Source: an optimization exercise on an open RTL-to-GDS flow (aim: small area and a short achievable clock period). Production flows keep margins and buffers that such runs may drop.
In this exercise RTL edits were held to simulation tests only and were not proved equivalent to the original.

==> flow/design.v (outline; a module is shown in full before it is edited, if it fits) <==
// module dff: 16 lines
// module filter: 4992 lines
// module fa_cell: 4 lines
module filter #(parameter DATA_WIDTH = 16) (
    input clk,
    input rst_n,
    input signed [DATA_WIDTH-1:0] FilterIn,
    input ValidIn,
    output signed [32:0] data_out,
    output reg ValidOut);
  // ...
==> flow/flow/run.sh <==
#!/bin/bash
# Layout: the standard flow (standard.sh) unchanged, except that timing repair
# aims at a larger setup margin (a shorter period than the 10.5 ns clock) and the
# port buffers are plain buffers instead of delay cells.  make's full output goes
# to make_finish.log here; each ORFS step keeps its own log under orfs/logs/.
set -uo pipefail
bash standard.sh SETUP_SLACK_MARGIN=6.0 'BUFFER_PORTS_ARGS=-buffer_cell sky130_fd_sc_hd__buf_4' finish > make_finish.log 2>&1
status=$?
tail -n 40 make_finish.log
exit $status
==> flow/standard.sh <==
#!/bin/bash
# synth_recipe.tcl (not shown) runs the flow's synth.tcl, then flattens the netlist and writes it again
# the make line also repeats each setting of config.mk as NAME=value (left out here)
make -C /OpenROAD-flow-scripts/flow DESIGN_CONFIG=/design/flow/config.mk WORK_HOME=/design/flow/orfs CLKGATE_MAP_FILE= SYNTH_SCRIPT=/design/flow/synth_recipe.tcl "${@:-finish}"
==> flow/config.mk <==
export PLATFORM = sky130hd
export DESIGN_NAME = filter
export DESIGN_NICKNAME = filter
export VERILOG_FILES = /design/flow/design.v
export SDC_FILE = /design/flow/constraint.sdc
export NUM_CORES = 4
export LEC_CHECK = 0
export CAP_MARGIN = 20
export CORE_MARGIN = 2
export CORE_UTILIZATION = 65
export SETUP_SLACK_MARGIN = 5
export SLEW_MARGIN = 20
export SYNTH_HIERARCHICAL = 1
export TNS_END_PERCENT = 100
==> flow/constraint.sdc <==
create_clock -name core_clock -period 10.5 [get_ports {clk}]
set_input_delay 2.1000 -clock core_clock [delete_from_list [all_inputs] [get_ports {clk}]]
set_output_delay 2.1000 -clock core_clock [all_outputs]
set_load 0.01 [all_outputs]
==> impl_metrics.env, run 1 <==
export IMPL_run_status="finished clean"
export IMPL_dp_cell_count=3254
export IMPL_worst_clock_skew_ps=22.5
export IMPL_cts_setup_buffers=5
export IMPL_regToRegStartpoint="pr4[10]$_DFF_PN0_"
export IMPL_worstReg2RegEnd="r2_15_1$_DFF_PN0_"
export IMPL_gr_total_overflow=0
export IMPL_final_cell_area_um2=40200
export IMPL_final_min_period_over_clock_period_pct=42.4
export IMPL_layout_min_cycle_time_ps=4460
export IMPL_drtPass1Iterations=6
export IMPL_totalNegativeSetupSlack_ps=0
export IMPL_adder_cell_fraction_of_synth_area_pct=47.7
export IMPL_antenna_cells_inserted=1
export IMPL_post_synth_top_area_fraction_pct=40.9
export IMPL_cts_htree_levels=2
export IMPL_cp_depth=7
export IMPL_fill_cells=3614
export IMPL_post_synth_cell_area_avg_um2=14.6
export IMPL_sequential_cell_total=557
export IMPL_layout_drive_gt1_share_pct=12.7
export IMPL_clockRootBuffer="clkbuf_16"
export IMPL_design_die_area_um2=58000
export IMPL_via_per_inst=5.91
export IMPL_holdWs_ps=343
export IMPL_hold_path_cell_count=0
==> inputs of run 2 (changes only) <==
--- a/flow/flow/run.sh
+++ b/flow/flow/run.sh
@@ -6,3 +6,3 @@
 set -uo pipefail
-bash standard.sh SETUP_SLACK_MARGIN=6.0 'BUFFER_PORTS_ARGS=-buffer_cell sky130_fd_sc_hd__buf_4' finish > make_finish.log 2>&1
+bash standard.sh SETUP_SLACK_MARGIN=6.25 'BUFFER_PORTS_ARGS=-buffer_cell sky130_fd_sc_hd__buf_4' finish > make_finish.log 2>&1
 status=$?
==> run 2 against run 1 <==
  * Clock skew is 5.9 ps lower
  * Area after synthesis is the same
  * Critical path depth rose by 1
  * Register-to-register slack improved by 230 ps
  * Maximum frequency rose by 2.5%
  * Critical path type is now flip-flop to output pin
  * First-iteration DRC count fell by 1.7%
  * Via count grew 0.19%
  * Highest routed layer unchanged
==> impl_metrics.env, run 2 <==
export IMPL_synth_most_common_cell="fa_1"
export IMPL_grt_setup_unrepaired="true"
export IMPL_async_flop_share_pct=83.3
export IMPL_maxClockFrequency_ghz=0.230
export IMPL_routed_via_count=20000
export IMPL_grt_pass1_wl_mm=140
export IMPL_critPathCaptureType="output pin"
export IMPL_cpMostUsedCell="a21oi_4"
export IMPL_maxSlewViolCount=0
export IMPL_hold_path_cell_count=0
export IMPL_fp_dieH_um=241
export IMPL_worstPathRequired_ps=8400
export IMPL_cp_start_kind="flip-flop"
export IMPL_final_min_period_over_clock_period_pct=41.4
export IMPL_design_die_area_um2=58000
export IMPL_synth_yosys_warnings=7
export IMPL_std_cell_rows=86
export IMPL_antenna_violations_before_repair=4
export IMPL_post_synth_top_area_fraction_pct=40.9
export IMPL_synth_common_cells="fa_1 (744), dfrtp_1 (405), inv_1 (201)"
export IMPL_initial_utilization_pct=65.9
export IMPL_most_common_library_cell_in_the_layout_ignoring_fill_and_taps="fa_1"
export IMPL_run_status="finished clean"
export IMPL_timing_slew_headroom_pct=37.7
export IMPL_cts_htree_levels=2
export IMPL_vias_in_the_first_global_route=23000
export IMPL_postSynthNetCount=3453
export IMPL_cpMaxStageDelayCell="dfxtp_2"
export IMPL_cts_tree="built"
export IMPL_clockRootBuffer="clkbuf_16"
export IMPL_finalHoldViolations=0
export IMPL_post_synth_top_area_cell="fa_1"
export IMPL_syn_to_final_growth_pct=11.2
export IMPL_crit_path_cell_trace="a21oi_4, o21bai_2, a21o_1, a21oi_4, o21ai_4, a21oi_2, xnor2_1, buf_4"
export IMPL_cts_sinks=557
export IMPL_finalSetupViolCount=0
export IMPL_cts_buffers_inserted=58
export IMPL_gr_util_all_layers_pct=34.0
export IMPL_crit_path_max_incr_delay_ps=340
export IMPL_netlist_area_um2=36400
export IMPL_layout_drive_gt1_share_pct=16.3
export IMPL_maxCapViolCount=0
export IMPL_worst_endpoint_arrival_ps=2250
export IMPL_cp_max_fo=3
export IMPL_final_cell_area_um2=40500
export IMPL_synthTopCellsByArea="fa_1 (41%), dfrtp_1 (28%), ha_1 (6.8%), dfxtp_1 (5.1%), dfstp_2 (4.3%)"
export IMPL_cts_hold_repair_buffers=0
export IMPL_synth_yosys_seq_area_share_pct=37.2
export IMPL_dp_hpwl_mm=73.1
export IMPL_reg2reg_depth=7
export IMPL_post_synth_cell_area_avg_um2=14.6
export IMPL_finalNetCount=3553
export IMPL_pin_count=53
export IMPL_worst_clock_skew_ps=16.7
export IMPL_crit_type="flip-flop to output pin"
export IMPL_synthDistinctLibCells=63
export IMPL_placement_cell_area_um2=37900
export IMPL_route_detailed_drc=0
export IMPL_holdWs_ps=344
export IMPL_clock_latency_on_the_worst_skew_pair_ps=640
export IMPL_wl_per_cell_um=26.8
export IMPL_dr_first_iter_drc_count=1350
export IMPL_core_area_um2=55300
export IMPL_cts_buffer_depth=3
export IMPL_io_buffers=52
export IMPL_layout_min_cycle_time_ps=4350
export IMPL_via_per_inst=5.89
export IMPL_totalNegativeSetupSlack_ps=0
export IMPL_gp_congestion=0.991
export IMPL_pin_count_of_the_biggest_net_entering_global_routing=161
export IMPL_layout_cells_most_common_list="fa_1 (729), dfrtp_1 (337), ha_1 (185)"
export IMPL_hold_path_class="flip-flop to flip-flop"
export IMPL_yosys_most_used_dff="dfrtp_1"
export IMPL_drtPass1Iterations=5
export IMPL_cts_clk_slew_worst_paths_ps=60
export IMPL_postRouteWirelength_mm=91.0
export IMPL_gr_total_overflow=0
export IMPL_post_synth_inst_count=2491
export IMPL_worstMarginPinSlew_ps=934
export IMPL_ant_nets=0
export IMPL_die_width_um=241
export IMPL_synth_edf_count=0
export IMPL_synth_seq_cells=557
[run 2: final cells by class]
cell class	instances	area, um2
inverter	201	786
multi-input combinational	1690	22500
timing repair buffer	83	663
sequential	557	13700
tap	748	936
clock inverter	31	343
fill	3571	14800
clock buffer	78	1640
antenna	2	5.00
[run 2: critical path: cells and delay by family, from the launching register on]
family / cells / cell delay (ps)
xor gates and xnor gates: 1 / 150
DFF: 1 / 340
AOI/OAI and AO/OA: 6 / 970
buffers and inverters: 1 / 150
[run 2: final timing paths]
kind / start / endpoint / slack [ps]
min in group asynchronous: rst_n / d4[2]$_DFF_PN0_ / 1500
worst max register to register: d6[2]$_DFF_PN0_ / r2_9_0$_DFF_PN0_ / 6270
worst max-delay path: rg_0$_DFF_P_ / data_out[29] / 6150
max in group asynchronous: rst_n / d13[11]$_DFF_PN0_ / 6860
worst min register to register: d5[8]$_DFF_PN0_ / d6[8]$_DFF_PN0_ / 340
worst min-delay path: d5[8]$_DFF_PN0_ / d6[8]$_DFF_PN0_ / 340
[run 2: per-module statistics from Yosys (local to each module, per instance)]
module | flip-flops and latches | cells | cell area, um2 | copies in the design
filter | 557 | 1753 | 21700 | 1
fa_cell | 0 | 1 | 20.0 | 738
[run 2: timing repair]
| item | CTS | global route |
|---|---|---|
| setup buffers | 15 | 12 |
| pin swaps | 29 | 15 |
| endpoints found under the setup margin | 89 | 51 |
| resized for setup | 90 | 63 |
| hold endpoints to repair | 0 | 0 |
[run 2: routing by layer]
layer | share of wire [%] | wire length (um) | track usage (%) | up-vias
met5 | 0 | 0 | 0 | -
met3 | 7.0 | 6340 | 6.93 | 248
met1 | 40 | 36000 | 45.1 | 10700
met4 | 5.1 | 4600 | 14.4 | 0
li1 | - | - | - | 8302
met2 | 48 | 44100 | 55.7 | 742
[run 2: kinds of logic after synthesis]
| logic type | after synthesis | share of synthesized area, % |
|---|---|---|
| and+or+nand+nor | 288 | 3.64 |
| AOI/OAI and AO/OA | 340 | 5.73 |
| DFF | 557 | 37.2 |
| buffers and inverters | 244 | 2.87 |
| muxes | 4 | 0.110 |
| adders and majority gates | 944 | 47.7 |
| xor gates and xnor gates | 114 | 2.74 |
[run 2: stage by stage]
stage                     cells  utilization [%]  setup slack [ps]
after global routing       3388             73.2              6040
after CTS                  3376             72.8              6090
after global placement     3252             68.6              5170
after floorplan            2491                -              5860
final                      3390             73.2              6150
after detailed placement   3252             68.6              5040
==> inputs of run 3 (changes only) <==
--- a/flow/config.mk
+++ b/flow/config.mk
@@ -9,3 +9,3 @@
 export CORE_MARGIN = 2
-export CORE_UTILIZATION = 65
+export CORE_UTILIZATION = 25
 export SETUP_SLACK_MARGIN = 5
==> run 3 against run 2 <==
  * First-iteration DRC count is 14% lower
  * Critical endpoint is now data_out[31]
  * Still clean
  * Cell count increased by 35%
==> impl_metrics.env, run 3 <==
export IMPL_dr_first_iter_drc_count=1155
export IMPL_crit_type="flip-flop to output pin"
export IMPL_cts_clk_slew_worst_paths_ps=60
export IMPL_syn_to_final_growth_pct=16.0
export IMPL_pin_count_of_the_biggest_net_entering_global_routing=99
export IMPL_worst_clock_skew_ps=25.0
export IMPL_post_synth_inst_count=2491
export IMPL_finalHoldViolations=0
export IMPL_cts_sinks=557
export IMPL_synth_common_cells="fa_1 (744), dfrtp_1 (405), inv_1 (201)"
export IMPL_cp_start_kind="flip-flop"
export IMPL_finalNetCount=3566
export IMPL_io_buffers=52
export IMPL_async_flop_share_pct=83.3
export IMPL_post_synth_top_area_cell="fa_1"
export IMPL_postRouteWirelength_mm=91.9
export IMPL_final_min_period_over_clock_period_pct=42.3
export IMPL_wl_per_cell_um=20.1
export IMPL_maxClockFrequency_ghz=0.225
export IMPL_postSynthNetCount=3453
export IMPL_synth_most_common_cell="fa_1"
export IMPL_synth_yosys_warnings=7
export IMPL_ant_nets=0
export IMPL_post_synth_cell_area_avg_um2=14.6
export IMPL_critPathCaptureType="output pin"
export IMPL_layout_min_cycle_time_ps=4440
export IMPL_synthDistinctLibCells=63
export IMPL_worst_endpoint_arrival_ps=2340
export IMPL_cpMostUsedCell="a21oi_4"
export IMPL_synth_edf_count=0
export IMPL_synth_seq_cells=557
export IMPL_via_per_inst=4.27
export IMPL_layout_cells_most_common_list="fa_1 (727), dfrtp_1 (343), ha_1 (184)"
export IMPL_finalSetupViolCount=0
export IMPL_core_area_um2=145000
export IMPL_dp_hpwl_mm=75.7
export IMPL_timing_slew_headroom_pct=43.3
export IMPL_clock_latency_on_the_worst_skew_pair_ps=650
export IMPL_grt_setup_unrepaired="true"
export IMPL_cts_htree_levels=2
export IMPL_gp_congestion=0.920
export IMPL_design_die_area_um2=149000
export IMPL_yosys_most_used_dff="dfrtp_1"
export IMPL_die_width_um=386
export IMPL_gr_util_all_layers_pct=12.8
export IMPL_synthTopCellsByArea="fa_1 (41%), dfrtp_1 (28%), ha_1 (6.8%), dfxtp_1 (5.1%), dfstp_2 (4.3%)"
export IMPL_cpMaxStageDelayCell="dfxtp_2"
export IMPL_crit_path_max_incr_delay_ps=330
export IMPL_fill_cells=14400
export IMPL_gr_total_overflow=0
export IMPL_totalNegativeSetupSlack_ps=0
export IMPL_cts_buffers_inserted=58
export IMPL_post_synth_top_area_fraction_pct=40.9
export IMPL_place_worst_setup_slack_ps=5030
export IMPL_antenna_violations_before_repair=2
export IMPL_maxCapViolCount=0
export IMPL_synth_yosys_seq_area_share_pct=37.2
export IMPL_most_common_library_cell_in_the_layout_ignoring_fill_and_taps="fa_1"
export IMPL_std_cell_rows=140
export IMPL_fp_dieH_um=386
export IMPL_pin_count=53
export IMPL_final_worst_slack_ps=6060
export IMPL_vias_in_the_first_global_route=22100
export IMPL_worstMarginPinSlew_ps=850
export IMPL_layout_drive_gt1_share_pct=17.0
export IMPL_cts_tree="built"
export IMPL_hold_path_class="flip-flop to flip-flop"
export IMPL_grt_pass1_wl_mm=141
export IMPL_cp_max_fo=3
export IMPL_cts_buffer_depth=3
export IMPL_routed_via_count=19500
export IMPL_drtPass1Iterations=4
export IMPL_run_status="finished clean"
export IMPL_route_detailed_drc=0
export IMPL_worstPathRequired_ps=8400
export IMPL_clockRootBuffer="clkbuf_16"
export IMPL_initial_utilization_pct=25.1
export IMPL_maxSlewViolCount=0
export IMPL_crit_path_cell_trace="a21oi_4, o21bai_4, a21o_1, a21oi_4, o21ai_4, a21oi_2, xnor2_2, buf_4"
export IMPL_netlist_area_um2=36400
[run 3: area by class of cell]
class / instances / area [um2] / area share, %
clock inverter: 29 / 370 / 0.877
antenna: 1 / 2.50 / 0.00592
timing repair buffer: 96 / 768 / 1.82
tap: 1917 / 2400 / 5.68
sequential: 557 / 13700 / 32.3
inverter: 201 / 788 / 1.87
multi-input combinational: 1690 / 22600 / 53.5
clock buffer: 79 / 1660 / 3.93
[run 3: kinds of logic after synthesis]
family	count (synthesis)	share of synthesized area, %
AOI/OAI and AO/OA	340	5.73
xor gates and xnor gates	114	2.74
adders and majority gates	944	47.7
buffers and inverters	244	2.87
DFF	557	37.2
muxes	4	0.110
and+or+nand+nor	288	3.64
[run 3: worst max-delay path: cells and delay by family (launching register included)]
kind,cells,cell delay [ps]
XOR/XNOR,1,150
AO/OA/AOI/OAI,6,1050
flip-flops,1,330
buffers and inverters,1,160
[run 3: repair_timing]
action | 4_1_cts | 5_1_grt
endpoints found under the setup margin | 91 | 49
setup buffers | 16 | 21
pin swaps | 36 | 28
hold buffers | 0 | 0
resized for setup | 101 | 72
gates cloned | 0 | 0
hold endpoints to repair | 0 | 0
[run 3: final timing paths]
| check | startpoint | to | slack (ps) | depth (start not counted) |
|---|---|---|---|---|
| worst min-delay path | d5[5]$_DFF_PN0_ | d6[5]$_DFF_PN0_ | 340 | 0 |
| min in group asynchronous | rst_n | pr7[15]$_DFF_PN0_ | 1470 | 1 |
| worst max register to register | pr6[6]$_DFF_PN0_ | r2_11_1$_DFF_PN1_ | 6310 | 7 |
| worst max-delay path | rq_6$_DFF_P_ | data_out[31] | 6060 | 8 |
| worst min register to register | d5[5]$_DFF_PN0_ | d6[5]$_DFF_PN0_ | 340 | 0 |
| max in group asynchronous | rst_n | num_taps_and_delay[2]$_DFFE_PN0P_ | 7170 | 3 |
[run 3: layer usage]
| metal | vias to the layer above | GRT usage, % | routed length (um) |
|---|---|---|---|
| li1 | 8297 | - | - |
| met1 | 10500 | 17.7 | 41500 |
| met2 | 542 | 20.4 | 42000 |
| met3 | 164 | 2.39 | 5390 |
| met4 | 0 | 3.86 | 3030 |
| met5 | - | 0 | 0 |
[run 3: per-module statistics from Yosys (local to each module, per instance)]
module	flops+latches	copies in the design
fa_cell	0	738
filter	557	1
[run 3: stage by stage]
stage | instances | hold slack (ps) | util [%] | instance area (um2)
after detailed placement | 4424 | 335 | 27.1 | 39400
after CTS | 4548 | 343 | 28.8 | 41900
after floorplan | 2491 | 331 | - | 36900
final | 4570 | 345 | 29.1 | 42300
after global routing | 4569 | 352 | 29.1 | 42300
after global placement | 4424 | 332 | 27.1 | 39400

separate check: timing with driven ports:
In the flow no input, the clock included, has a driving cell. The finished layouts below were timed again as built, in two steps.
Step 1: set_driving_cell puts a clkbuf_16 on clk and a buf_2 on each other input, an assumption about the parent block.
Step 2 also shifts input and output timing later by t, the mid clock arrival at the registers, as if the neighbouring blocks saw the same clock.
Slacks: ideal ports / drivers / drivers and shift; pairs: ideal ports / drivers.
run	t, ns	slack for setup (ns)	slew at the worst register clock pin (ns)	worst slew at a driven data input, ns
run 1	0.689	6.044 / 6.023 / 5.454	0.08 / 0.08	0.06
run 2	0.696	6.151 / 6.086 / 5.651	0.07 / 0.07	0.06
run 3	0.702	6.059 / 5.990 / 5.619	0.07 / 0.07	0.09
After both steps setup and hold are still met in every run listed. For run 1, which loses most, drivers alone change the setup slack by -0.021 ns; drivers and shift together by -0.590 ns.
